This is an optimization exercise on Yosys and OpenROAD, whose aim is small area and a short achievable clock period, not a production implementation.
Only simulation tests tie the RTL to the original design; equivalence was not proved.
No activity file was given, so power comes from the tool's default toggle rates.

--- design.v ---
module Aux_Segmentado #(
    parameter integer W = 1
) (
    input  logic [W:0]    Pn,
    input  logic [W:0]    Dn,
    input  logic          ci,
    input  logic          hz,
    input  logic          bn,
    input  logic [W+1:0]  Dnn,
    output logic [W:0]    R_out,
    output logic [W+1:0]  Pn_out,
    output logic          qbit
);
    localparam integer N = W + 1;
    localparam integer LV = (N > 16) ? 5 : (N > 8) ? 4 : (N > 4) ? 3 : (N > 2) ? 2 : 1;
    logic [W:0] P, T, g, sum;
    logic [N:0] c;
    assign P = ~Pn;
    assign T = P ^ Dn;
    assign g = Dn & ~P;
    logic [N-1:0] G [0:LV];
    logic [N-1:0] Q [0:LV];
    assign G[0] = {g[N-1:1], g[0] | (P[0] & ci)};
    assign Q[0] = {P[N-1:1], 1'b0};
    genvar l, i;
    generate
        for (l = 0; l < LV; l = l + 1) begin : g_l
            for (i = 0; i < N; i = i + 1) begin : g_i
                if (((i >> l) & 1) == 1) begin : g_c
                    assign G[l+1][i] = G[l][i] | (Q[l][i] & G[l][((i >> l) << l) - 1]);
                    assign Q[l+1][i] = Q[l][i] & Q[l][((i >> l) << l) - 1];
                end else begin : g_p
                    assign G[l+1][i] = G[l][i];
                    assign Q[l+1][i] = Q[l][i];
                end
            end
        end
    endgenerate
    assign c[0] = ci;
    assign c[N:1] = G[LV];
    assign sum = P ^ c[W:0];
    assign qbit = c[N] & hz;
    assign R_out = qbit ? sum : T;
    assign Pn_out = ~({R_out, bn} ^ Dnn);
endmodule
module Dividor_Segmentado #(
    parameter integer tamanyo = 32
) (
    input CLK, RSTa, Start,
    input logic [tamanyo-1:0] Num, Den,
    output logic Done,
    output logic [tamanyo-1:0] Coc, Res
);
    logic s0_v, s0_sn, s0_ci;
    logic [31:0] s0_dn, s0_qr;    
    logic [2:0] s0_p;    
    logic [1:0] s0_hz;    
    logic s1_v, s1_sn, s1_ci;
    logic [31:0] s1_dn, s1_qr;    
    logic [4:0] s1_p;    
    logic s2_v, s2_sn, s2_ci;
    logic [31:0] s2_dn, s2_qr;    
    logic [5:0] s2_p;    
    logic s3_v, s3_sn, s3_ci;
    logic [31:0] s3_dn, s3_qr;    
    logic [6:0] s3_p;    
    logic s4_v, s4_sn, s4_ci;
    logic [31:0] s4_dn, s4_qr;    
    logic [7:0] s4_p;    
    logic s5_v, s5_sn, s5_ci;
    logic [31:0] s5_dn, s5_qr;    
    logic [8:0] s5_p;    
    logic s6_v, s6_sn, s6_ci;
    logic [31:0] s6_dn, s6_qr;    
    logic [9:0] s6_p;    
    logic s7_v, s7_sn, s7_ci;
    logic [31:0] s7_dn, s7_qr;    
    logic [10:0] s7_p;    
    logic s8_v, s8_sn, s8_ci;
    logic [31:0] s8_dn, s8_qr;    
    logic [11:0] s8_p;    
    logic s9_v, s9_sn, s9_ci;
    logic [31:0] s9_dn, s9_qr;    
    logic [12:0] s9_p;    
    logic s10_v, s10_sn, s10_ci;
    logic [31:0] s10_dn, s10_qr;    
    logic [13:0] s10_p;    
    logic s11_v, s11_sn, s11_ci;
    logic [31:0] s11_dn, s11_qr;    
    logic [14:0] s11_p;    
    logic s12_v, s12_sn, s12_ci;
    logic [31:0] s12_dn, s12_qr;    
    logic [15:0] s12_p;    
    logic s13_v, s13_sn, s13_ci;
    logic [31:0] s13_dn, s13_qr;    
    logic [16:0] s13_p;    
    logic s14_v, s14_sn, s14_ci;
    logic [31:0] s14_dn, s14_qr;    
    logic [17:0] s14_p;    
    logic s15_v, s15_sn, s15_ci;
    logic [31:0] s15_dn, s15_qr;    
    logic [18:0] s15_p;    
    logic s16_v, s16_sn, s16_ci;
    logic [31:0] s16_dn, s16_qr;    
    logic [19:0] s16_p;    
    logic s17_v, s17_sn, s17_ci;
    logic [31:0] s17_dn, s17_qr;    
    logic [20:0] s17_p;    
    logic s18_v, s18_sn, s18_ci;
    logic [31:0] s18_dn, s18_qr;    
    logic [21:0] s18_p;    
    logic s19_v, s19_sn, s19_ci;
    logic [31:0] s19_dn, s19_qr;    
    logic [22:0] s19_p;    
    logic s20_v, s20_sn, s20_ci;
    logic [31:0] s20_dn, s20_qr;    
    logic [23:0] s20_p;    
    logic s21_v, s21_sn, s21_ci;
    logic [31:0] s21_dn, s21_qr;    
    logic [24:0] s21_p;    
    logic s22_v, s22_sn, s22_ci;
    logic [31:0] s22_dn, s22_qr;    
    logic [25:0] s22_p;    
    logic s23_v, s23_sn, s23_ci;
    logic [31:0] s23_dn, s23_qr;    
    logic [26:0] s23_p;    
    logic s24_v, s24_sn, s24_ci;
    logic [31:0] s24_dn, s24_qr;    
    logic [27:0] s24_p;    
    logic s25_v, s25_sn, s25_ci;
    logic [31:0] s25_dn, s25_qr;    
    logic [28:0] s25_p;    
    logic s26_v, s26_sn, s26_ci;
    logic [31:0] s26_dn, s26_qr;    
    logic [29:0] s26_p;    
    logic s27_v, s27_sn, s27_ci;
    logic [31:0] s27_dn, s27_qr;    
    logic [30:0] s27_p;    
    logic s28_v, s28_sn, s28_ci;
    logic [31:0] s28_dn, s28_qr;    
    logic [31:0] s28_p;    
    logic s29_v, s29_sn, s29_ci;
    logic [31:0] s29_dn, s29_qr;    
    logic [31:0] s29_r;
    logic [31:0] xin, dnin;
    assign xin = Num ^ {32{Num[31]}};
    assign dnin = ~(Den ^ {32{Den[31]}});
    logic rr0_0, qb0_0, m0_0_0, m1_0_0;
    logic [1:0] pp0_0;
    assign m0_0_0 = (&dnin) & ~Den[31];
    assign m1_0_0 = (&dnin) ? ~~Den[31] : ((dnin == 32'hFFFFFFFE) & ~Den[31]);
    assign qb0_0 = m0_0_0 | (m1_0_0 & xin[31]);
    assign rr0_0 = xin[31] & ~m1_0_0;
    assign pp0_0 = ~({rr0_0, xin[30]} ^ dnin[1:0]);
    logic [31:0] qq0_0;
    assign qq0_0 = {xin[30:0], qb0_0};
    logic [1:0] rr0_1; logic [2:0] pp0_1; logic qb0_1;
    Aux_Segmentado #(.W(1)) u_step0_1 (.Pn(pp0_0), .Dn(dnin[1:0]), .ci(~Den[31]), .hz(&dnin[31:2]), .bn(qq0_0[30]), .Dnn(dnin[2:0]), .R_out(rr0_1), .Pn_out(pp0_1), .qbit(qb0_1));
    logic [31:0] qq0_1;
    assign qq0_1 = {qq0_0[30:0], qb0_1};
    always_ff @(posedge CLK, negedge RSTa)
        if (!RSTa) s0_v <= 1'b0;
        else s0_v <= Start;
    always_ff @(posedge CLK) begin
        s0_sn <= Num[31];
        s0_ci <= ~Den[31];
        s0_dn <= dnin;
        s0_qr <= qq0_1;
        s0_p <= pp0_1;
        s0_hz[0] <= &dnin[31:3];
        s0_hz[1] <= &dnin[31:4];
    end
    logic [2:0] rr1_0; logic [3:0] pp1_0; logic qb1_0;
    Aux_Segmentado #(.W(2)) u_step1_0 (.Pn(s0_p), .Dn(s0_dn[2:0]), .ci(s0_ci), .hz(s0_hz[0]), .bn(s0_qr[30]), .Dnn(s0_dn[3:0]), .R_out(rr1_0), .Pn_out(pp1_0), .qbit(qb1_0));
    logic [31:0] qq1_0;
    assign qq1_0 = {s0_qr[30:0], qb1_0};
    logic [3:0] rr1_1; logic [4:0] pp1_1; logic qb1_1;
    Aux_Segmentado #(.W(3)) u_step1_1 (.Pn(pp1_0), .Dn(s0_dn[3:0]), .ci(s0_ci), .hz(s0_hz[1]), .bn(qq1_0[30]), .Dnn(s0_dn[4:0]), .R_out(rr1_1), .Pn_out(pp1_1), .qbit(qb1_1));
    logic [31:0] qq1_1;
    assign qq1_1 = {qq1_0[30:0], qb1_1};
    always_ff @(posedge CLK, negedge RSTa)
        if (!RSTa) s1_v <= 1'b0;
        else s1_v <= s0_v;
    always_ff @(posedge CLK) begin
        s1_sn <= s0_sn;
        s1_ci <= s0_ci;
        s1_dn <= s0_dn;
        s1_qr <= qq1_1;
        s1_p <= pp1_1;
    end
    logic [4:0] rr2_0; logic [5:0] pp2_0; logic qb2_0;
    Aux_Segmentado #(.W(4)) u_step2_0 (.Pn(s1_p), .Dn(s1_dn[4:0]), .ci(s1_ci), .hz(&s1_dn[31:5]), .bn(s1_qr[30]), .Dnn(s1_dn[5:0]), .R_out(rr2_0), .Pn_out(pp2_0), .qbit(qb2_0));
    logic [31:0] qq2_0;
    assign qq2_0 = {s1_qr[30:0], qb2_0};
    always_ff @(posedge CLK, negedge RSTa)
        if (!RSTa) s2_v <= 1'b0;
        else s2_v <= s1_v;
    always_ff @(posedge CLK) begin
        s2_sn <= s1_sn;
        s2_ci <= s1_ci;
        s2_dn <= s1_dn;
        s2_qr <= qq2_0;
        s2_p <= pp2_0;
    end
    logic [5:0] rr3_0; logic [6:0] pp3_0; logic qb3_0;
    Aux_Segmentado #(.W(5)) u_step3_0 (.Pn(s2_p), .Dn(s2_dn[5:0]), .ci(s2_ci), .hz(&s2_dn[31:6]), .bn(s2_qr[30]), .Dnn(s2_dn[6:0]), .R_out(rr3_0), .Pn_out(pp3_0), .qbit(qb3_0));
    logic [31:0] qq3_0;
    assign qq3_0 = {s2_qr[30:0], qb3_0};
    always_ff @(posedge CLK, negedge RSTa)
        if (!RSTa) s3_v <= 1'b0;
        else s3_v <= s2_v;
    always_ff @(posedge CLK) begin
        s3_sn <= s2_sn;
        s3_ci <= s2_ci;
        s3_dn <= s2_dn;
        s3_qr <= qq3_0;
        s3_p <= pp3_0;
    end
    logic [6:0] rr4_0; logic [7:0] pp4_0; logic qb4_0;
    Aux_Segmentado #(.W(6)) u_step4_0 (.Pn(s3_p), .Dn(s3_dn[6:0]), .ci(s3_ci), .hz(&s3_dn[31:7]), .bn(s3_qr[30]), .Dnn(s3_dn[7:0]), .R_out(rr4_0), .Pn_out(pp4_0), .qbit(qb4_0));
    logic [31:0] qq4_0;
    assign qq4_0 = {s3_qr[30:0], qb4_0};
    always_ff @(posedge CLK, negedge RSTa)
        if (!RSTa) s4_v <= 1'b0;
        else s4_v <= s3_v;
    always_ff @(posedge CLK) begin
        s4_sn <= s3_sn;
        s4_ci <= s3_ci;
        s4_dn <= s3_dn;
        s4_qr <= qq4_0;
        s4_p <= pp4_0;
    end
    logic [7:0] rr5_0; logic [8:0] pp5_0; logic qb5_0;
    Aux_Segmentado #(.W(7)) u_step5_0 (.Pn(s4_p), .Dn(s4_dn[7:0]), .ci(s4_ci), .hz(&s4_dn[31:8]), .bn(s4_qr[30]), .Dnn(s4_dn[8:0]), .R_out(rr5_0), .Pn_out(pp5_0), .qbit(qb5_0));
    logic [31:0] qq5_0;
    assign qq5_0 = {s4_qr[30:0], qb5_0};
    always_ff @(posedge CLK, negedge RSTa)
        if (!RSTa) s5_v <= 1'b0;
        else s5_v <= s4_v;
    always_ff @(posedge CLK) begin
        s5_sn <= s4_sn;
        s5_ci <= s4_ci;
        s5_dn <= s4_dn;
        s5_qr <= qq5_0;
        s5_p <= pp5_0;
    end
    logic [8:0] rr6_0; logic [9:0] pp6_0; logic qb6_0;
    Aux_Segmentado #(.W(8)) u_step6_0 (.Pn(s5_p), .Dn(s5_dn[8:0]), .ci(s5_ci), .hz(&s5_dn[31:9]), .bn(s5_qr[30]), .Dnn(s5_dn[9:0]), .R_out(rr6_0), .Pn_out(pp6_0), .qbit(qb6_0));
    logic [31:0] qq6_0;
    assign qq6_0 = {s5_qr[30:0], qb6_0};
    always_ff @(posedge CLK, negedge RSTa)
        if (!RSTa) s6_v <= 1'b0;
        else s6_v <= s5_v;
    always_ff @(posedge CLK) begin
        s6_sn <= s5_sn;
        s6_ci <= s5_ci;
        s6_dn <= s5_dn;
        s6_qr <= qq6_0;
        s6_p <= pp6_0;
    end
    logic [9:0] rr7_0; logic [10:0] pp7_0; logic qb7_0;
    Aux_Segmentado #(.W(9)) u_step7_0 (.Pn(s6_p), .Dn(s6_dn[9:0]), .ci(s6_ci), .hz(&s6_dn[31:10]), .bn(s6_qr[30]), .Dnn(s6_dn[10:0]), .R_out(rr7_0), .Pn_out(pp7_0), .qbit(qb7_0));
    logic [31:0] qq7_0;
    assign qq7_0 = {s6_qr[30:0], qb7_0};
    always_ff @(posedge CLK, negedge RSTa)
        if (!RSTa) s7_v <= 1'b0;
        else s7_v <= s6_v;
    always_ff @(posedge CLK) begin
        s7_sn <= s6_sn;
        s7_ci <= s6_ci;
        s7_dn <= s6_dn;
        s7_qr <= qq7_0;
        s7_p <= pp7_0;
    end
    logic [10:0] rr8_0; logic [11:0] pp8_0; logic qb8_0;
    Aux_Segmentado #(.W(10)) u_step8_0 (.Pn(s7_p), .Dn(s7_dn[10:0]), .ci(s7_ci), .hz(&s7_dn[31:11]), .bn(s7_qr[30]), .Dnn(s7_dn[11:0]), .R_out(rr8_0), .Pn_out(pp8_0), .qbit(qb8_0));
    logic [31:0] qq8_0;
    assign qq8_0 = {s7_qr[30:0], qb8_0};
    always_ff @(posedge CLK, negedge RSTa)
        if (!RSTa) s8_v <= 1'b0;
        else s8_v <= s7_v;
    always_ff @(posedge CLK) begin
        s8_sn <= s7_sn;
        s8_ci <= s7_ci;
        s8_dn <= s7_dn;
        s8_qr <= qq8_0;
        s8_p <= pp8_0;
    end
    logic [11:0] rr9_0; logic [12:0] pp9_0; logic qb9_0;
    Aux_Segmentado #(.W(11)) u_step9_0 (.Pn(s8_p), .Dn(s8_dn[11:0]), .ci(s8_ci), .hz(&s8_dn[31:12]), .bn(s8_qr[30]), .Dnn(s8_dn[12:0]), .R_out(rr9_0), .Pn_out(pp9_0), .qbit(qb9_0));
    logic [31:0] qq9_0;
    assign qq9_0 = {s8_qr[30:0], qb9_0};
    always_ff @(posedge CLK, negedge RSTa)
        if (!RSTa) s9_v <= 1'b0;
        else s9_v <= s8_v;
    always_ff @(posedge CLK) begin
        s9_sn <= s8_sn;
        s9_ci <= s8_ci;
        s9_dn <= s8_dn;
        s9_qr <= qq9_0;
        s9_p <= pp9_0;
    end
    logic [12:0] rr10_0; logic [13:0] pp10_0; logic qb10_0;
    Aux_Segmentado #(.W(12)) u_step10_0 (.Pn(s9_p), .Dn(s9_dn[12:0]), .ci(s9_ci), .hz(&s9_dn[31:13]), .bn(s9_qr[30]), .Dnn(s9_dn[13:0]), .R_out(rr10_0), .Pn_out(pp10_0), .qbit(qb10_0));
    logic [31:0] qq10_0;
    assign qq10_0 = {s9_qr[30:0], qb10_0};
    always_ff @(posedge CLK, negedge RSTa)
        if (!RSTa) s10_v <= 1'b0;
        else s10_v <= s9_v;
    always_ff @(posedge CLK) begin
        s10_sn <= s9_sn;
        s10_ci <= s9_ci;
        s10_dn <= s9_dn;
        s10_qr <= qq10_0;
        s10_p <= pp10_0;
    end
    logic [13:0] rr11_0; logic [14:0] pp11_0; logic qb11_0;
    Aux_Segmentado #(.W(13)) u_step11_0 (.Pn(s10_p), .Dn(s10_dn[13:0]), .ci(s10_ci), .hz(&s10_dn[31:14]), .bn(s10_qr[30]), .Dnn(s10_dn[14:0]), .R_out(rr11_0), .Pn_out(pp11_0), .qbit(qb11_0));
    logic [31:0] qq11_0;
    assign qq11_0 = {s10_qr[30:0], qb11_0};
    always_ff @(posedge CLK, negedge RSTa)
        if (!RSTa) s11_v <= 1'b0;
        else s11_v <= s10_v;
    always_ff @(posedge CLK) begin
        s11_sn <= s10_sn;
        s11_ci <= s10_ci;
        s11_dn <= s10_dn;
        s11_qr <= qq11_0;
        s11_p <= pp11_0;
    end
    logic [14:0] rr12_0; logic [15:0] pp12_0; logic qb12_0;
    Aux_Segmentado #(.W(14)) u_step12_0 (.Pn(s11_p), .Dn(s11_dn[14:0]), .ci(s11_ci), .hz(&s11_dn[31:15]), .bn(s11_qr[30]), .Dnn(s11_dn[15:0]), .R_out(rr12_0), .Pn_out(pp12_0), .qbit(qb12_0));
    logic [31:0] qq12_0;
    assign qq12_0 = {s11_qr[30:0], qb12_0};
    always_ff @(posedge CLK, negedge RSTa)
        if (!RSTa) s12_v <= 1'b0;
        else s12_v <= s11_v;
    always_ff @(posedge CLK) begin
        s12_sn <= s11_sn;
        s12_ci <= s11_ci;
        s12_dn <= s11_dn;
        s12_qr <= qq12_0;
        s12_p <= pp12_0;
    end
    logic [15:0] rr13_0; logic [16:0] pp13_0; logic qb13_0;
    Aux_Segmentado #(.W(15)) u_step13_0 (.Pn(s12_p), .Dn(s12_dn[15:0]), .ci(s12_ci), .hz(&s12_dn[31:16]), .bn(s12_qr[30]), .Dnn(s12_dn[16:0]), .R_out(rr13_0), .Pn_out(pp13_0), .qbit(qb13_0));
    logic [31:0] qq13_0;
    assign qq13_0 = {s12_qr[30:0], qb13_0};
    always_ff @(posedge CLK, negedge RSTa)
        if (!RSTa) s13_v <= 1'b0;
        else s13_v <= s12_v;
    always_ff @(posedge CLK) begin
        s13_sn <= s12_sn;
        s13_ci <= s12_ci;
        s13_dn <= s12_dn;
        s13_qr <= qq13_0;
        s13_p <= pp13_0;
    end
    logic [16:0] rr14_0; logic [17:0] pp14_0; logic qb14_0;
    Aux_Segmentado #(.W(16)) u_step14_0 (.Pn(s13_p), .Dn(s13_dn[16:0]), .ci(s13_ci), .hz(&s13_dn[31:17]), .bn(s13_qr[30]), .Dnn(s13_dn[17:0]), .R_out(rr14_0), .Pn_out(pp14_0), .qbit(qb14_0));
    logic [31:0] qq14_0;
    assign qq14_0 = {s13_qr[30:0], qb14_0};
    always_ff @(posedge CLK, negedge RSTa)
        if (!RSTa) s14_v <= 1'b0;
        else s14_v <= s13_v;
    always_ff @(posedge CLK) begin
        s14_sn <= s13_sn;
        s14_ci <= s13_ci;
        s14_dn <= s13_dn;
        s14_qr <= qq14_0;
        s14_p <= pp14_0;
    end
    logic [17:0] rr15_0; logic [18:0] pp15_0; logic qb15_0;
    Aux_Segmentado #(.W(17)) u_step15_0 (.Pn(s14_p), .Dn(s14_dn[17:0]), .ci(s14_ci), .hz(&s14_dn[31:18]), .bn(s14_qr[30]), .Dnn(s14_dn[18:0]), .R_out(rr15_0), .Pn_out(pp15_0), .qbit(qb15_0));
    logic [31:0] qq15_0;
    assign qq15_0 = {s14_qr[30:0], qb15_0};
    always_ff @(posedge CLK, negedge RSTa)
        if (!RSTa) s15_v <= 1'b0;
        else s15_v <= s14_v;
    always_ff @(posedge CLK) begin
        s15_sn <= s14_sn;
        s15_ci <= s14_ci;
        s15_dn <= s14_dn;
        s15_qr <= qq15_0;
        s15_p <= pp15_0;
    end
    logic [18:0] rr16_0; logic [19:0] pp16_0; logic qb16_0;
    Aux_Segmentado #(.W(18)) u_step16_0 (.Pn(s15_p), .Dn(s15_dn[18:0]), .ci(s15_ci), .hz(&s15_dn[31:19]), .bn(s15_qr[30]), .Dnn(s15_dn[19:0]), .R_out(rr16_0), .Pn_out(pp16_0), .qbit(qb16_0));
    logic [31:0] qq16_0;
    assign qq16_0 = {s15_qr[30:0], qb16_0};
    always_ff @(posedge CLK, negedge RSTa)
        if (!RSTa) s16_v <= 1'b0;
        else s16_v <= s15_v;
    always_ff @(posedge CLK) begin
        s16_sn <= s15_sn;
        s16_ci <= s15_ci;
        s16_dn <= s15_dn;
        s16_qr <= qq16_0;
        s16_p <= pp16_0;
    end
    logic [19:0] rr17_0; logic [20:0] pp17_0; logic qb17_0;
    Aux_Segmentado #(.W(19)) u_step17_0 (.Pn(s16_p), .Dn(s16_dn[19:0]), .ci(s16_ci), .hz(&s16_dn[31:20]), .bn(s16_qr[30]), .Dnn(s16_dn[20:0]), .R_out(rr17_0), .Pn_out(pp17_0), .qbit(qb17_0));
    logic [31:0] qq17_0;
    assign qq17_0 = {s16_qr[30:0], qb17_0};
    always_ff @(posedge CLK, negedge RSTa)
        if (!RSTa) s17_v <= 1'b0;
        else s17_v <= s16_v;
    always_ff @(posedge CLK) begin
        s17_sn <= s16_sn;
        s17_ci <= s16_ci;
        s17_dn <= s16_dn;
        s17_qr <= qq17_0;
        s17_p <= pp17_0;
    end
    logic [20:0] rr18_0; logic [21:0] pp18_0; logic qb18_0;
    Aux_Segmentado #(.W(20)) u_step18_0 (.Pn(s17_p), .Dn(s17_dn[20:0]), .ci(s17_ci), .hz(&s17_dn[31:21]), .bn(s17_qr[30]), .Dnn(s17_dn[21:0]), .R_out(rr18_0), .Pn_out(pp18_0), .qbit(qb18_0));
    logic [31:0] qq18_0;
    assign qq18_0 = {s17_qr[30:0], qb18_0};
    always_ff @(posedge CLK, negedge RSTa)
        if (!RSTa) s18_v <= 1'b0;
        else s18_v <= s17_v;
    always_ff @(posedge CLK) begin
        s18_sn <= s17_sn;
        s18_ci <= s17_ci;
        s18_dn <= s17_dn;
        s18_qr <= qq18_0;
        s18_p <= pp18_0;
    end
    logic [21:0] rr19_0; logic [22:0] pp19_0; logic qb19_0;
    Aux_Segmentado #(.W(21)) u_step19_0 (.Pn(s18_p), .Dn(s18_dn[21:0]), .ci(s18_ci), .hz(&s18_dn[31:22]), .bn(s18_qr[30]), .Dnn(s18_dn[22:0]), .R_out(rr19_0), .Pn_out(pp19_0), .qbit(qb19_0));
    logic [31:0] qq19_0;
    assign qq19_0 = {s18_qr[30:0], qb19_0};
    always_ff @(posedge CLK, negedge RSTa)
        if (!RSTa) s19_v <= 1'b0;
        else s19_v <= s18_v;
    always_ff @(posedge CLK) begin
        s19_sn <= s18_sn;
        s19_ci <= s18_ci;
        s19_dn <= s18_dn;
        s19_qr <= qq19_0;
        s19_p <= pp19_0;
    end
    logic [22:0] rr20_0; logic [23:0] pp20_0; logic qb20_0;
    Aux_Segmentado #(.W(22)) u_step20_0 (.Pn(s19_p), .Dn(s19_dn[22:0]), .ci(s19_ci), .hz(&s19_dn[31:23]), .bn(s19_qr[30]), .Dnn(s19_dn[23:0]), .R_out(rr20_0), .Pn_out(pp20_0), .qbit(qb20_0));
    logic [31:0] qq20_0;
    assign qq20_0 = {s19_qr[30:0], qb20_0};
    always_ff @(posedge CLK, negedge RSTa)
        if (!RSTa) s20_v <= 1'b0;
        else s20_v <= s19_v;
    always_ff @(posedge CLK) begin
        s20_sn <= s19_sn;
        s20_ci <= s19_ci;
        s20_dn <= s19_dn;
        s20_qr <= qq20_0;
        s20_p <= pp20_0;
    end
    logic [23:0] rr21_0; logic [24:0] pp21_0; logic qb21_0;
    Aux_Segmentado #(.W(23)) u_step21_0 (.Pn(s20_p), .Dn(s20_dn[23:0]), .ci(s20_ci), .hz(&s20_dn[31:24]), .bn(s20_qr[30]), .Dnn(s20_dn[24:0]), .R_out(rr21_0), .Pn_out(pp21_0), .qbit(qb21_0));
    logic [31:0] qq21_0;
    assign qq21_0 = {s20_qr[30:0], qb21_0};
    always_ff @(posedge CLK, negedge RSTa)
        if (!RSTa) s21_v <= 1'b0;
        else s21_v <= s20_v;
    always_ff @(posedge CLK) begin
        s21_sn <= s20_sn;
        s21_ci <= s20_ci;
        s21_dn <= s20_dn;
        s21_qr <= qq21_0;
        s21_p <= pp21_0;
    end
    logic [24:0] rr22_0; logic [25:0] pp22_0; logic qb22_0;
    Aux_Segmentado #(.W(24)) u_step22_0 (.Pn(s21_p), .Dn(s21_dn[24:0]), .ci(s21_ci), .hz(&s21_dn[31:25]), .bn(s21_qr[30]), .Dnn(s21_dn[25:0]), .R_out(rr22_0), .Pn_out(pp22_0), .qbit(qb22_0));
    logic [31:0] qq22_0;
    assign qq22_0 = {s21_qr[30:0], qb22_0};
    always_ff @(posedge CLK, negedge RSTa)
        if (!RSTa) s22_v <= 1'b0;
        else s22_v <= s21_v;
    always_ff @(posedge CLK) begin
        s22_sn <= s21_sn;
        s22_ci <= s21_ci;
        s22_dn <= s21_dn;
        s22_qr <= qq22_0;
        s22_p <= pp22_0;
    end
    logic [25:0] rr23_0; logic [26:0] pp23_0; logic qb23_0;
    Aux_Segmentado #(.W(25)) u_step23_0 (.Pn(s22_p), .Dn(s22_dn[25:0]), .ci(s22_ci), .hz(&s22_dn[31:26]), .bn(s22_qr[30]), .Dnn(s22_dn[26:0]), .R_out(rr23_0), .Pn_out(pp23_0), .qbit(qb23_0));
    logic [31:0] qq23_0;
    assign qq23_0 = {s22_qr[30:0], qb23_0};
    always_ff @(posedge CLK, negedge RSTa)
        if (!RSTa) s23_v <= 1'b0;
        else s23_v <= s22_v;
    always_ff @(posedge CLK) begin
        s23_sn <= s22_sn;
        s23_ci <= s22_ci;
        s23_dn <= s22_dn;
        s23_qr <= qq23_0;
        s23_p <= pp23_0;
    end
    logic [26:0] rr24_0; logic [27:0] pp24_0; logic qb24_0;
    Aux_Segmentado #(.W(26)) u_step24_0 (.Pn(s23_p), .Dn(s23_dn[26:0]), .ci(s23_ci), .hz(&s23_dn[31:27]), .bn(s23_qr[30]), .Dnn(s23_dn[27:0]), .R_out(rr24_0), .Pn_out(pp24_0), .qbit(qb24_0));
    logic [31:0] qq24_0;
    assign qq24_0 = {s23_qr[30:0], qb24_0};
    always_ff @(posedge CLK, negedge RSTa)
        if (!RSTa) s24_v <= 1'b0;
        else s24_v <= s23_v;
    always_ff @(posedge CLK) begin
        s24_sn <= s23_sn;
        s24_ci <= s23_ci;
        s24_dn <= s23_dn;
        s24_qr <= qq24_0;
        s24_p <= pp24_0;
    end
    logic [27:0] rr25_0; logic [28:0] pp25_0; logic qb25_0;
    Aux_Segmentado #(.W(27)) u_step25_0 (.Pn(s24_p), .Dn(s24_dn[27:0]), .ci(s24_ci), .hz(&s24_dn[31:28]), .bn(s24_qr[30]), .Dnn(s24_dn[28:0]), .R_out(rr25_0), .Pn_out(pp25_0), .qbit(qb25_0));
    logic [31:0] qq25_0;
    assign qq25_0 = {s24_qr[30:0], qb25_0};
    always_ff @(posedge CLK, negedge RSTa)
        if (!RSTa) s25_v <= 1'b0;
        else s25_v <= s24_v;
    always_ff @(posedge CLK) begin
        s25_sn <= s24_sn;
        s25_ci <= s24_ci;
        s25_dn <= s24_dn;
        s25_qr <= qq25_0;
        s25_p <= pp25_0;
    end
    logic [28:0] rr26_0; logic [29:0] pp26_0; logic qb26_0;
    Aux_Segmentado #(.W(28)) u_step26_0 (.Pn(s25_p), .Dn(s25_dn[28:0]), .ci(s25_ci), .hz(&s25_dn[31:29]), .bn(s25_qr[30]), .Dnn(s25_dn[29:0]), .R_out(rr26_0), .Pn_out(pp26_0), .qbit(qb26_0));
    logic [31:0] qq26_0;
    assign qq26_0 = {s25_qr[30:0], qb26_0};
    always_ff @(posedge CLK, negedge RSTa)
        if (!RSTa) s26_v <= 1'b0;
        else s26_v <= s25_v;
    always_ff @(posedge CLK) begin
        s26_sn <= s25_sn;
        s26_ci <= s25_ci;
        s26_dn <= s25_dn;
        s26_qr <= qq26_0;
        s26_p <= pp26_0;
    end
    logic [29:0] rr27_0; logic [30:0] pp27_0; logic qb27_0;
    Aux_Segmentado #(.W(29)) u_step27_0 (.Pn(s26_p), .Dn(s26_dn[29:0]), .ci(s26_ci), .hz(&s26_dn[31:30]), .bn(s26_qr[30]), .Dnn(s26_dn[30:0]), .R_out(rr27_0), .Pn_out(pp27_0), .qbit(qb27_0));
    logic [31:0] qq27_0;
    assign qq27_0 = {s26_qr[30:0], qb27_0};
    always_ff @(posedge CLK, negedge RSTa)
        if (!RSTa) s27_v <= 1'b0;
        else s27_v <= s26_v;
    always_ff @(posedge CLK) begin
        s27_sn <= s26_sn;
        s27_ci <= s26_ci;
        s27_dn <= s26_dn;
        s27_qr <= qq27_0;
        s27_p <= pp27_0;
    end
    logic [30:0] rr28_0; logic [31:0] pp28_0; logic qb28_0;
    Aux_Segmentado #(.W(30)) u_step28_0 (.Pn(s27_p), .Dn(s27_dn[30:0]), .ci(s27_ci), .hz(&s27_dn[31:31]), .bn(s27_qr[30]), .Dnn(s27_dn[31:0]), .R_out(rr28_0), .Pn_out(pp28_0), .qbit(qb28_0));
    logic [31:0] qq28_0;
    assign qq28_0 = {s27_qr[30:0], qb28_0};
    always_ff @(posedge CLK, negedge RSTa)
        if (!RSTa) s28_v <= 1'b0;
        else s28_v <= s27_v;
    always_ff @(posedge CLK) begin
        s28_sn <= s27_sn;
        s28_ci <= s27_ci;
        s28_dn <= s27_dn;
        s28_qr <= qq28_0;
        s28_p <= pp28_0;
    end
    logic [31:0] rr29_0; logic [32:0] pp29_0; logic qb29_0;
    Aux_Segmentado #(.W(31)) u_step29_0 (.Pn(s28_p), .Dn(s28_dn[31:0]), .ci(s28_ci), .hz(1'b1), .bn(1'b0), .Dnn({1'b0, s28_dn}), .R_out(rr29_0), .Pn_out(pp29_0), .qbit(qb29_0));
    logic [31:0] qq29_0;
    assign qq29_0 = {s28_qr[30:0], qb29_0};
    always_ff @(posedge CLK, negedge RSTa)
        if (!RSTa) s29_v <= 1'b0;
        else s29_v <= s28_v;
    always_ff @(posedge CLK) begin
        s29_sn <= s28_sn;
        s29_ci <= s28_ci;
        s29_dn <= s28_dn;
        s29_qr <= qq29_0;
        s29_r <= rr29_0;
    end
    logic [31:0] fx;
    logic eq, wrap, sq;
    assign sq = s29_sn ^ ~s29_ci;    
    assign fx = ~(s29_r ^ s29_dn);
    assign eq = (fx == {s29_r[30:0] & s29_dn[30:0], s29_ci});
    assign wrap = s29_sn & eq;
    logic [31:0] cy, cpre;
    assign cy = s29_qr ^ {32{sq}};
    assign cpre[0] = 1'b1;
    genvar gi;
    generate
        for (gi = 1; gi < 32; gi = gi + 1) begin : g_cpre
            assign cpre[gi] = &cy[gi-1:0];
        end
    endgenerate
    always_ff @(posedge CLK, negedge RSTa)
        if (!RSTa) Done <= 1'b0;
        else Done <= s29_v;
    always_ff @(posedge CLK) begin
        Coc <= cy ^ (cpre & {32{sq ^ wrap}});
        Res <= s29_sn ? (wrap ? 32'd0 : ~s29_r) : s29_r;
    end
endmodule
--- run.sh ---
#!/bin/bash
# synth_recipe.tcl (not shown) runs the flow's synth.tcl, then flattens the netlist and writes it again
# the make line also repeats each setting of config.mk as NAME=value (left out here)
make -C /OpenROAD-flow-scripts/flow DESIGN_CONFIG=/design/flow/config.mk WORK_HOME=/design/flow/orfs CLKGATE_MAP_FILE= SYNTH_SCRIPT=/design/flow/synth_recipe.tcl finish
--- config.mk ---
export PLATFORM = sky130hd
export DESIGN_NAME = Dividor_Segmentado
export DESIGN_NICKNAME = Dividor_Segmentado
export VERILOG_FILES = /design/flow/design.v
export SDC_FILE = /design/flow/constraint.sdc
export NUM_CORES = 4
export LEC_CHECK = 0
export ABC_AREA = 1
export CAP_MARGIN = 25
export CORE_MARGIN = 2
export CORE_UTILIZATION = 40
export CTS_CLUSTER_DIAMETER = 100
export CTS_CLUSTER_SIZE = 30
export SETUP_SLACK_MARGIN = 3.65
export SLEW_MARGIN = 25
export TNS_END_PERCENT = 0
--- constraint.sdc ---
create_clock -name core_clock -period 6.0 [get_ports {CLK}]
set_input_delay 1.2000 -clock core_clock [delete_from_list [all_inputs] [get_ports {CLK}]]
set_output_delay 1.2000 -clock core_clock [all_outputs]
set_load 0.01 [all_outputs]
==> impl_metrics.ini, run 1 <==
[detailed_routing]
drt_iter0_markers = 3562
via_per_inst = 4.59
drc = 0
wl_met3_microns = 5580
wl_per_cell_microns = 12.9
ant_nets = 0
dr.pass1.iters = 6
wl_met2_microns = 87300
vias = 63800
wl_microns = 179000
wl_met1_microns = 80300
routed.top_layer = met4

[pwr]
irDropWorstVdd_mv = 0.300
p_leak_nw = 47.4
p_per_area_nw_per_um2 = 473

[yosys]
synth_mux_area_share_pct = 0.250
synth-simple-area-share_pct = 25.3
yosys.area.top_type_share_pct = 56.7
syn_inst = 10600
async_flop_share_pct = 1.21
syn_area_per_cell_sq_um = 8.43
ys.flop_type = dfxtp_1
synth_nets = 10700
synth.largest_area_cell = dfxtp_1
ys_warn_count = 94
synth_area_leaders = dfxtp_1, nand2_1, xnor2_1, inv_1, nand3_1
synth_top_family_by_area = simple AND/OR/NAND/NOR gates
synth.distinct_cells = 59
synth_seq_area_share_pct = 57.5
synth_edf_count = 0
synthAdderAreaFrac_pct = 0.446
yosys-top-cells-count = nand2_1, dfxtp_1, inv_1
ys_ff_latch = 2571
synth_compound_area_share_pct = 4.05
synth_most_common_cell = nand2_1
synth_xor_xnor_area_share_pct = 6.27
syn-cell-area_sq_um = 89700

[clocking]
clkLatencyLatePin_ns = 0.78
cts_root_buffer = clkbuf_16
cts_buffers = 105
clk_pin_slew_ns = 0.11
cts_tree = done
cts_sinks = 2571
cts_max_level = 3
cts_max_path_buffers = 3

[worst_setup_path]
crit_chain = inv_1 -> nand2_4 -> nand2_8 -> buf_12 -> xnor2_2 -> nand2_1 -> nor3_1 -> nand2_2 -> inv_4 -> nand2_8 -> nor3b_2 -> nand2_1 -> nand2_1 -> nand2_1
end_kind = flop
max_stage_delay_ns = 0.45
start_kind = flop
rrSetupSlack_ns = 3.50
crit_cells = 14
crit_top_cell = nand2_1
cp_num_buf_inv = 3
r2r-end = Coc[30]
regToRegStartpoint = s29_sn
worstRegToRegCells = 14
critical_path.top_delay_family = simple AND/OR/NAND/NOR gates
critPathMaxFanout = 16
path_class = reg -> reg
critical_path_required_ns = 6.63
slowest_stage = dfxtp_4
arrival_ns = 3.13

[global_routing]
globalRoute.totalOverflow = 0
grt_pass1_vias = 59700
antenna_found_initial = 6
grt_pass1_wl_microns = 288000
grt_max_degree = 43
gr-usage-all-layers_pct = 14.8

[sta]
tightestPinTransition_ns = 0.959
max_slew_margin_pct = 35.5
final.period_utilization_pct = 41.7
hold_viol_final = 0
fin_crit_ns = 2.50
setup_viol = 0
slew_violations = 0
timing.fmax_mhz = 400
setup_tns_ns = 0
grt_setup_unrepaired = yes
fin_skew_ns = 0.0527
whs_ns = 0.314

[placed_design]
dpl.hpwl_microns = 130000
gp_congestion = 0.880
placed_area_sq_um = 94600
port_buffers = 131

[hold_path]
hold_depth = 0
min_to = s9_qr[5]
hp-class = reg -> reg
min_from = s8_qr[4]

[cells_and_area]
fillers = 21500
nNetsFinal = 11000
drive_above_1_share_pct = 5.41
design_area_sq_um = 99800
syn2layout_area_growth_pct = 11.2

[floorplanning]
die_y_microns = 478
die_x_microns = 478
core_sq_um = 223000
dieArea_sq_um = 228000
start_util_pct = 40.3
rows = 173
num_io_pins = 132

[run_status]
status = no timing/DRC/antenna violations

[job]
cap_violations = 0
[how the worst max path moves through the flow]
| stage | start | to | slack, ns |
|---|---|---|---|
| after global routing | s28_ci | s29_r[23] | 3.38 |
| after global placement | s26_dn[0] | s27_p[4] | 2.41 |
| final | s29_sn | Coc[30] | 3.50 |
| after floorplan | Den[31] | s0_p[1] | 3.51 |
| after CTS | Done | Done | 3.42 |
| after detailed placement | s26_dn[0] | s27_p[28] | 2.38 |
[worst reg2reg max path, cell delays in order (launching register included)]
cell and delay (ns):
dfxtp_4 0.45, inv_1 0.11, nand2_4 0.18, nand2_8 0.14, buf_12 0.17, xnor2_2 0.17
nand2_1 0.11, nor3_1 0.20, nand2_2 0.17, inv_4 0.12, nand2_8 0.11, nor3b_2 0.23
nand2_1 0.08, nand2_1 0.06, nand2_1 0.05
[per-stage QoR]
| step | worst slack (ns) | util [%] | std cells | power [mW] |
|---|---|---|---|---|
| after floorplan | 3.51 | - | 10600 | 33.8 |
| after global placement | 2.41 | 42.5 | 13600 | 36.9 |
| after detailed placement | 2.38 | 42.5 | 13600 | 37.3 |
| after CTS | 3.42 | 44.2 | 13800 | 46.5 |
| after global routing | 3.38 | 44.8 | 13900 | 50.9 |
| final | 3.50 | 44.8 | 13900 | 47.2 |
[timing repair]
action                     in CTS  in global routing
resized for setup             371                166
setup endpoints to repair     581                621
hold buffers                    0                  0
pin swaps                       6                 26
gates cloned                    5                 24
buffers inserted                8                 57
[layout by cell type (no fill, tap or decap), types with 12 or more instances in the layout]
cell type        instances
nand2_1               3372
dfxtp_1               2511
inv_1                 1263
nand3_1                723
xnor2_1                532
nor2_1                 456
nand3b_1               318
o21ai_0                273
a21oi_1                163
nand4_1                134
clkbuf_16              113
nor3_1                  92
o21ai_1                 83
buf_4                   83
xor2_1                  78
clkdlybuf4s50_1         64
buf_2                   59
nand2_4                 48
nand2_2                 38
ha_1                    32
dfrtp_1                 31
nor4_1                  30
o21a_1                  28
dfxtp_2                 24
nand2_8                 23
o211ai_1                23
xnor2_2                 22
a31oi_1                 19
a21boi_0                19
mux2i_1                 18
or2_2                   18
buf_12                  17
o21bai_1                13
inv_2                   13
nor3_2                  12
nor2_2                  12
[final cells by class]
cell class	instances	area, sq um	area share, %
inverter	1285	4860	4.87
clock inverter	37	576	0.577
sequential	2571	51700	51.8
clock buffer	115	2720	2.72
tap	2975	3720	3.73
timing repair buffer	249	2310	2.32
antenna	2	5.00	0.00501
timing repair inverter	1	7.51	0.00752
multi-input combinational	6661	33900	34.0
[metal layers]
layer	vias up	global-route usage, %
li1	33600	-
met1	29000	18.1
met2	952	26.6
met3	293	1.71
met4	0	5.08
met5	-	0
[power by group]
group | total, mW | switching [mW] | internal (mW)
Sequential | 23.1 | 2.96 | 20.1
Clock | 8.84 | 5.24 | 3.61
Combinational | 15.3 | 8.90 | 6.37
[cells by family (layout without fill, tap and decap cells)]
kind of cell | after synthesis | after routing
compound gates | 661 | 661
xor+xnor | 637 | 638
fa+ha+maj | 32 | 32
buf+inv | 1431 | 1687
flops | 2571 | 2571
mux | 22 | 22
other cells | 0 | 2
simple gates | 5291 | 5308
[flip-flops by register name, indices dropped and copies added, names as in the netlist, 32 cells and up]
name and cells:
s29_qr 32, s28_p 32, Res 32, s29_r 32
Coc 32
==> run 2, diff against run 1 <==
--- a/config.mk
+++ b/config.mk
@@ -6,11 +6,11 @@
 export NUM_CORES = 4
 export LEC_CHECK = 0
 export ABC_AREA = 1
-export CAP_MARGIN = 25
+export CAP_MARGIN = 30
 export CORE_MARGIN = 2
 export CORE_UTILIZATION = 40
-export CTS_CLUSTER_DIAMETER = 100
-export CTS_CLUSTER_SIZE = 30
+export CTS_CLUSTER_DIAMETER = 80
+export CTS_CLUSTER_SIZE = 25
 export SETUP_SLACK_MARGIN = 3.65
-export SLEW_MARGIN = 25
+export SLEW_MARGIN = 30
 export TNS_END_PERCENT = 0
==> run 2 against run 1 <==
Effect of this change: synthesized area stayed put; register-to-register slack improved by 0.06 ns; final cell count up 0.36%; largest power group unchanged; die area unchanged; total power grew 3.0%; cell area up 0.84%; critical path type is now reg -> out; synthesized cell count did not move; combinational power shrank 3%.
==> impl_metrics.ini, run 2 <==
[yosys]
synth.largest_area_cell = dfxtp_1
syn-cell-area_sq_um = 89700
synth_most_common_cell = nand2_1
syn_inst = 10600
synth_seq_area_share_pct = 57.5
synth_area_leaders = dfxtp_1, nand2_1, xnor2_1, inv_1, nand3_1
yosys.area.top_type_share_pct = 56.7
synth_edf_count = 0
yosys-top-cells-count = nand2_1, dfxtp_1, inv_1
ys_warn_count = 94
syn_area_per_cell_sq_um = 8.43
ys_ff_latch = 2571
synth.distinct_cells = 59
async_flop_share_pct = 1.21
ys.flop_type = dfxtp_1
synth_nets = 10700

[detailed_routing]
vias = 63800
dr.pass1.iters = 6
wl_microns = 177000
wl_per_cell_microns = 12.7
drt_iter0_markers = 3414
drc = 0
via_per_inst = 4.58
ant_nets = 0

[sta]
max_slew_margin_pct = 42.9
slew_violations = 0
tightestPinTransition_ns = 0.849
hold_viol_final = 0
fin_skew_ns = 0.0352
final.period_utilization_pct = 42.0
fin_crit_ns = 2.52
timing.fmax_mhz = 397
grt_setup_unrepaired = yes
setup_tns_ns = 0
setup_viol = 0

[worst_setup_path]
crit_chain = buf_2
slowest_stage = dfrtp_1
critical_path.top_delay_family = flip-flops
critPathMaxFanout = 1
critical_path_required_ns = 4.80
start_kind = flop
end_kind = output pin
path_class = reg -> out
cp_num_buf_inv = 1
max_stage_delay_ns = 0.37
arrival_ns = 1.32

[floorplanning]
rows = 173
die_y_microns = 478
start_util_pct = 40.3
die_x_microns = 478
core_sq_um = 223000
dieArea_sq_um = 228000
num_io_pins = 132

[cells_and_area]
design_area_sq_um = 101000
syn2layout_area_growth_pct = 12.2
layout_common_cells = nand2_1, dfxtp_1, inv_1
final_common_cell = nand2_1
nNetsFinal = 11000
drive_above_1_share_pct = 5.61
fin_util_pct = 45.2

[placed_design]
dpl.hpwl_microns = 130000
placed_area_sq_um = 94600
gp_congestion = 0.880
port_buffers = 131

[clocking]
cts_max_level = 4
cts_buffers = 140
clkLatencyLatePin_ns = 0.83
cts_hold_buf = 0
cts_sinks = 2571
cts_tree = done
cts_max_path_buffers = 3
clk_pin_slew_ns = 0.09
cts_root_buffer = clkbuf_16

[global_routing]
globalRoute.totalOverflow = 0
grt_max_degree = 43
grt_pass1_wl_microns = 287000
grt_pass1_vias = 59900
antenna_found_initial = 5
gr-usage-all-layers_pct = 14.8

[pwr]
power_mw = 48.6
p_leak_nw = 47.8
irDropWorstVdd_mv = 0.365
p_per_area_nw_per_um2 = 483

[hold_path]
hp-class = reg -> reg

[run_status]
status = no timing/DRC/antenna violations

[job]
cap_violations = 0
[run 2: cell counts after synthesis]
No cell type changed its count.
[run 2: stage by stage]
step	hold slack (ns)	worst slack, ns	cells
after CTS	0.314	3.38	13900
after floorplan	0.310	3.51	10600
after global routing	0.319	3.38	13900
after detailed placement	0.312	2.61	13600
after global placement	0.310	2.41	13600
final	0.311	3.48	13900
[run 2: worst paths after layout]
check                             to  slack [ns]       from  cells past startpoint
max                             Done        3.48       Done                      1
max reg2reg                  Coc[30]        3.56     s29_ci                     12
min in group asynchronous       Done        0.77       RSTa                      2
min                        s2_qr[14]        0.31  s1_qr[13]                      0
max in group asynchronous       s4_v        4.91       RSTa                      2
min reg2reg                s2_qr[14]        0.31  s1_qr[13]                      0
[run 2: cell families (layout without fill, tap and decap cells)]
logic type | count (synthesis) | count (layout) | synth area share [%]
other | 0 | 1 | 0
and+or+nand+nor | 5291 | 5305 | 25.3
AOI/OAI and AO/OA | 661 | 661 | 4.05
xor gates and xnor gates | 637 | 638 | 6.27
adders and majority gates | 32 | 32 | 0.446
buffers and inverters | 1431 | 1741 | 6.12
DFF | 2571 | 2571 | 57.5
muxes | 22 | 22 | 0.250
[run 2: layout make-up]
cell class / count / area [sq um]
fill: 21400 / 122000
sequential: 2571 / 51700
multi-input combinational: 6658 / 33800
inverter: 1285 / 4860
tap: 2975 / 3720
clock buffer: 157 / 3660
timing repair buffer: 225 / 1930
clock inverter: 72 / 1020
timing repair inverter: 2 / 15.0
antenna: 1 / 2.50
[run 2: power breakdown]
group / internal (mW) / switching [mW]
registers: 20.1 / 2.96
logic: 6.14 / 8.70
clock network: 4.89 / 5.79
[run 2: timing repair]
| action | 4_1_cts | 5_1_grt |
|---|---|---|
| gates cloned | 2 | 20 |
| pin swaps | 3 | 19 |
| gates resized for setup | 353 | 151 |
| endpoints found under the setup margin | 575 | 620 |
| buffers inserted | 4 | 44 |
[run 2: routing by layer]
| metal | global-route usage (%) | vias to the layer above | routed length [microns] |
|---|---|---|---|
| met5 | 0 | - | 0 |
| met3 | 2.17 | 294 | 6040 |
| li1 | - | 33700 | - |
| met1 | 18.0 | 28900 | 79500 |
| met2 | 26.6 | 965 | 87000 |
| met4 | 4.90 | 0 | 4840 |

==> separate check: timing with driven ports <==
Ports are ideal in the flow. The routed layouts listed here were re-timed in OpenROAD. Step 1, drivers: a clkbuf_16 drives CLK and a buf_2 each remaining input, both assumed. Step 2 also shifts input and output timing later by t, the mid clock arrival at the registers, as if the neighbouring blocks saw the same clock. a / b / c = no drivers / after step 1 / after step 2; a / b = the first two.
run | t (ns) | slack for setup (ns) | hold slack, ns | clock arrival spread, ns
run 1 | 0.835 | 3.500 / 3.445 / 3.002 | 0.314 / 0.314 / 0.314 | 0.063 / 0.063
run 2 | 0.890 | 3.480 / 3.400 / 2.977 | 0.311 / 0.311 / 0.311 | 0.046 / 0.046
After both steps every run listed still meets setup and hold. The setup slack of run 2, which loses most, moves by -0.080 ns with the drivers and by -0.503 ns with both steps.
